From an optimization exercise on the open Yosys and OpenROAD flow, aimed at small area and a short achievable clock period; shortcuts taken in it are not production practice.
RTL that was checked went through simulation tests only; none was proved equivalent to the original.
No activity file was given, so power comes from the tool's default toggle rates.

==> flow/design.v (excerpt) <==
module speedometer
(
	input clk,
	input rst,
	input speedInfrac,
	output [13:0] outSpeed,
	output [6:0] OL,
	output [3:0] DIG
);
Size: ~830 cells after synthesis, roughly 80 flip-flops, roughly 28 I/O pins, ~7600 sq um of cells after synthesis.
==> flow/config.mk <==
export PLATFORM = sky130hd
export DESIGN_NAME = speedometer
export DESIGN_NICKNAME = speedometer
export VERILOG_FILES = /design/flow/design.v
export SDC_FILE = /design/flow/constraint.sdc
export NUM_CORES = 4
export LEC_CHECK = 0
export ABC_AREA = 1
export CAP_MARGIN = 20
export CORE_MARGIN = 2
export CORE_UTILIZATION = 60
export CTS_BUF_LIST = sky130_fd_sc_hd__clkbuf_8
export SLEW_MARGIN = 20
==> flow/constraint.sdc <==
create_clock -name core_clock -period 150.0 [get_ports {clk}]
set_input_delay 30.0000 -clock core_clock [delete_from_list [all_inputs] [get_ports {clk}]]
set_output_delay 30.0000 -clock core_clock [all_outputs]
set_load 0.01 [all_outputs]
standard.sh (not shown) runs the stock make flow with config.mk's settings and CLKGATE_MAP_FILE= SYNTH_SCRIPT=/design/flow/synth_recipe.tcl, a recipe that flattens the netlist after the stock synthesis.
==> flow/flow/run.sh <==
#!/bin/bash
set -euo pipefail
rm -rf scripts_area
cp -r "$FLOW_HOME/scripts" scripts_area
printf 'strash\ndc2\ndch\namap\n' > scripts_area/abc_area.script
bash standard.sh SCRIPTS_DIR="$PWD/scripts_area" \
  BUFFER_PORTS_ARGS="-buffer_cell sky130_fd_sc_hd__buf_1" finish > standard_flow.log 2>&1
Change:
--- a/flow/design.v
+++ b/flow/design.v
@@ -136,55 +136,57 @@
 wire [12:0] n5 = ncnt[12:0];
 wire [13:0] c5;
 wire [12:0] d5;
 assign c5[0] = 1'b1;
 genvar g5;
 generate for (g5 = 0; g5 < 13; g5 = g5 + 1) begin : row5
 	assign d5[g5] = t5[g5] ^ n5[g5] ^ c5[g5];
 	assign c5[g5+1] = (t5[g5] & n5[g5]) | (t5[g5] & c5[g5]) | (n5[g5] & c5[g5]);
 end endgenerate
 wire q5 = ~|cnt[15:13] & c5[13];
 wire [12:0] r5 = q5 ? d5[12:0] : t5[12:0];
-reg [12:0] p5;
-always @(posedge clk_50Mhz) p5 <= r5;
+wire [13:0] t4 = {r5, 1'b1};
+wire [13:0] n4 = ncnt[13:0];
+wire [14:0] c4;
+wire [13:0] d4;
+assign c4[0] = 1'b1;
+genvar g4;
+generate for (g4 = 0; g4 < 14; g4 = g4 + 1) begin : row4
+	assign d4[g4] = t4[g4] ^ n4[g4] ^ c4[g4];
+	assign c4[g4+1] = (t4[g4] & n4[g4]) | (t4[g4] & c4[g4]) | (n4[g4] & c4[g4]);
+end endgenerate
+wire q4 = ~|cnt[15:14] & c4[14];
+wire [13:0] r4 = q4 ? d4[13:0] : t4[13:0];
+reg [13:0] p4;
+always @(posedge clk_50Mhz) p4 <= r4;
 reg pq13_1;
 always @(posedge clk_50Mhz) pq13_1 <= pq13_0;
 reg pq12_1;
 always @(posedge clk_50Mhz) pq12_1 <= pq12_0;
 reg pq11_1;
 always @(posedge clk_50Mhz) pq11_1 <= pq11_0;
 reg pq10_1;
 always @(posedge clk_50Mhz) pq10_1 <= pq10_0;
 reg pq9_1;
 always @(posedge clk_50Mhz) pq9_1 <= pq9_0;
 reg pq8_1;
 always @(posedge clk_50Mhz) pq8_1 <= q8;
 reg pq7_1;
 always @(posedge clk_50Mhz) pq7_1 <= q7;
 reg pq6_1;
 always @(posedge clk_50Mhz) pq6_1 <= q6;
 reg pq5_1;
 always @(posedge clk_50Mhz) pq5_1 <= q5;
-wire [13:0] t4 = {p5, 1'b1};
-wire [13:0] n4 = ncnt[13:0];
-wire [14:0] c4;
-wire [13:0] d4;
-assign c4[0] = 1'b1;
-genvar g4;
-generate for (g4 = 0; g4 < 14; g4 = g4 + 1) begin : row4
-	assign d4[g4] = t4[g4] ^ n4[g4] ^ c4[g4];
-	assign c4[g4+1] = (t4[g4] & n4[g4]) | (t4[g4] & c4[g4]) | (n4[g4] & c4[g4]);
-end endgenerate
-wire q4 = ~|cnt[15:14] & c4[14];
-wire [13:0] r4 = q4 ? d4[13:0] : t4[13:0];
-wire [14:0] t3 = {r4, 1'b0};
+reg pq4_1;
+always @(posedge clk_50Mhz) pq4_1 <= q4;
+wire [14:0] t3 = {p4, 1'b0};
 wire [14:0] n3 = ncnt[14:0];
 wire [15:0] c3;
 wire [14:0] d3;
 assign c3[0] = 1'b1;
 genvar g3;
 generate for (g3 = 0; g3 < 15; g3 = g3 + 1) begin : row3
 	assign d3[g3] = t3[g3] ^ n3[g3] ^ c3[g3];
 	assign c3[g3+1] = (t3[g3] & n3[g3]) | (t3[g3] & c3[g3]) | (n3[g3] & c3[g3]);
 end endgenerate
 wire q3 = ~|cnt[15:15] & c3[15];
 wire [14:0] r3 = q3 ? d3[14:0] : t3[14:0];
@@ -215,23 +217,23 @@
 wire [16:0] t0 = {r1, 1'b1};
 wire [16:0] n0 = {{1{1'b1}}, ncnt[15:0]};
 wire [17:0] c0;
 wire [16:0] d0;
 assign c0[0] = 1'b1;
 genvar g0;
 generate for (g0 = 0; g0 < 17; g0 = g0 + 1) begin : row0
 	assign d0[g0] = t0[g0] ^ n0[g0] ^ c0[g0];
 	assign c0[g0+1] = (t0[g0] & n0[g0]) | (t0[g0] & c0[g0]) | (n0[g0] & c0[g0]);
 end endgenerate
 wire q0 = 1'b1 & c0[17];
-wire [13:0] quo = {pq13_1, pq12_1, pq11_1, pq10_1, pq9_1, pq8_1, pq7_1, pq6_1, pq5_1, q4, q3, q2, q1, q0};
+wire [13:0] quo = {pq13_1, pq12_1, pq11_1, pq10_1, pq9_1, pq8_1, pq7_1, pq6_1, pq5_1, pq4_1, q3, q2, q1, q0};
 always @(posedge clk_50Mhz) begin
 	if (rst) begin
 		last <= 1'b1;
 		outSpeed <= 14'd9999;
 		cnt <= 16'd0;
 		circleCnt <= 5'd0;
 	end
 	else begin
 		if (edge_)
 			circleCnt <= circleCnt + 5'd1;
 		else if (meas) begin
Area after synthesis grows by about 0.4%.
Die area grows by about 0.4%.
Cell count shrinks by 0.57%.
Sequential share of layout area grows by 0.48 points.
Utilization shrinks by 0.23 points.

---

speedometer, a different RTL version from the one above (not shown whole).
Size in the first run: ~1200 cells after synthesis, roughly 28 I/O pins, about 8900 um^2 of cells after synthesis.
==> module Digital, before the edit <==
module Digital(clk_16k, rst, A, OL, DIG);
	input clk_16k;
	input rst;
	input [13:0] A;
	output reg [6:0] OL;
	output reg [3:0] DIG;
	reg [3:0] dig;
	function [3:0] add3;
		input [3:0] x;
		reg ge5;
		begin
			ge5 = x[3] | (x[2] & (x[1] | x[0]));
			add3[3] = ge5;
			add3[2] = (x[2] & ~x[1] & ~x[0]) | (x[3] & x[0]);
			add3[1] = (x[1] & (~x[2] | x[0])) | (x[3] & ~x[0]);
			add3[0] = x[0] ^ ge5;
		end
	endfunction
	reg [19:0] bcd;
	integer i;
	always @* begin
		bcd = 20'd0;
		for (i = 13; i >= 0; i = i - 1) begin
			bcd[3:0] = add3(bcd[3:0]);
			bcd[7:4] = add3(bcd[7:4]);
			bcd[11:8] = add3(bcd[11:8]);
			bcd[15:12] = add3(bcd[15:12]);
			bcd = {bcd[18:0], A[i]};
		end
	end
	wire [3:0] thou = bcd[15:12] + (bcd[16] ? 4'd10 : 4'd0);
	always @(posedge clk_16k) begin
		if (rst) begin
			dig <= 4'hf;
			DIG <= 4'b0000;
		end
		else begin
			DIG <= {DIG[0], DIG[3] | ~|DIG, DIG[2], DIG[1]};
			if (DIG[0]) dig <= thou;
			else if (DIG[1]) dig <= bcd[3:0];
			else if (DIG[2]) dig <= bcd[7:4];
			else dig <= bcd[11:8];
		end
	end
	always @* begin
		case(dig)
			0: OL = 7'b1111110;
			1: OL = 7'b0110000;
			2: OL = 7'b1101101;
			3: OL = 7'b1111001;
			4: OL = 7'b0110011;
			5: OL = 7'b1011011;
			6: OL = 7'b1011111;
			7: OL = 7'b1110000;
			8: OL = 7'b1111111;
			9: OL = 7'b1111011;
			default: OL = 7'b0000000;
		endcase
	end
endmodule
Settings: LEC_CHECK=0, ABC_AREA=1, CAP_MARGIN=20, CORE_MARGIN=2, CORE_UTILIZATION=40, SLEW_MARGIN=20; clock period 150.0 ns.
run.sh (not shown) runs the stock make flow with config.mk's settings and CLKGATE_MAP_FILE= SYNTH_SCRIPT=/design/flow/synth_recipe.tcl, a recipe that flattens the netlist after the stock synthesis.
Stock flow here: none of the scripts above is used.
==> next run, changes <==
--- a/flow/design.v
+++ b/flow/design.v
@@ -291,32 +291,21 @@
 	input clk_16k;
 	input rst;
 	input [13:0] A;
 	output reg [6:0] OL;
 	output reg [3:0] DIG;
 	reg [3:0] dig;
-	function [3:0] add3;
-		input [3:0] x;
-		reg ge5;
-		begin
-			ge5 = x[3] | (x[2] & (x[1] | x[0]));
-			add3[3] = ge5;
-			add3[2] = (x[2] & ~x[1] & ~x[0]) | (x[3] & x[0]);
-			add3[1] = (x[1] & (~x[2] | x[0])) | (x[3] & ~x[0]);
-			add3[0] = x[0] ^ ge5;
-		end
-	endfunction
 	reg [19:0] bcd;
 	integer i;
 	always @* begin
 		bcd = 20'd0;
 		for (i = 13; i >= 0; i = i - 1) begin
-			bcd[3:0] = add3(bcd[3:0]);
-			bcd[7:4] = add3(bcd[7:4]);
-			bcd[11:8] = add3(bcd[11:8]);
-			bcd[15:12] = add3(bcd[15:12]);
+			if (bcd[3:0] > 4) bcd[3:0] = bcd[3:0] + 4'd3;
+			if (bcd[7:4] > 4) bcd[7:4] = bcd[7:4] + 4'd3;
+			if (bcd[11:8] > 4) bcd[11:8] = bcd[11:8] + 4'd3;
+			if (bcd[15:12] > 4) bcd[15:12] = bcd[15:12] + 4'd3;
 			bcd = {bcd[18:0], A[i]};
 		end
 	end
 	wire [3:0] thou = bcd[15:12] + (bcd[16] ? 4'd10 : 4'd0);
 	always @(posedge clk_16k) begin
 		if (rst) begin
=> First-iteration DRC count increases by 2.6%; worst setup slack gains 140 ps; total power shrinks by 0.36%; hold slack is better by 7.2 ps; design area climbs by 23%; cell count increases by 29%.
For the first run of this note, only the layout was checked, not whether the RTL still works.

port drivers added, routing unchanged:
How much do the figures lean on ideal ports? The routed layouts below were timed once more, with nothing changed but the port constraints. Step 1, drivers: a clkbuf_16 drives clk and a buf_2 each remaining input, both assumed. Step 2 also shifts input and output timing later by t, the mid clock arrival at the registers, as if the neighbouring blocks saw the same clock. Slacks: no drivers / after step 1 / after step 2; pairs: no drivers / after step 1.
run	shift t [ns]	slack for setup (ns)	hold WS [ns]
the first run of note 1	0.412	117.546 / 117.558 / 117.146	0.347 / 0.347 / 0.347
the second run of note 1	0.402	117.477 / 117.491 / 117.089	0.334 / 0.334 / 0.334
the first run of note 2	0.390	117.541 / 117.558 / 117.168	0.321 / 0.321 / 0.321
the second run of note 2	0.400	117.678 / 117.702 / 117.302	0.328 / 0.328 / 0.328
After both steps every run listed still meets setup and hold. For the first run of note 1, which loses most, drivers alone change the setup slack by +0.012 ns; drivers and shift together by -0.400 ns.
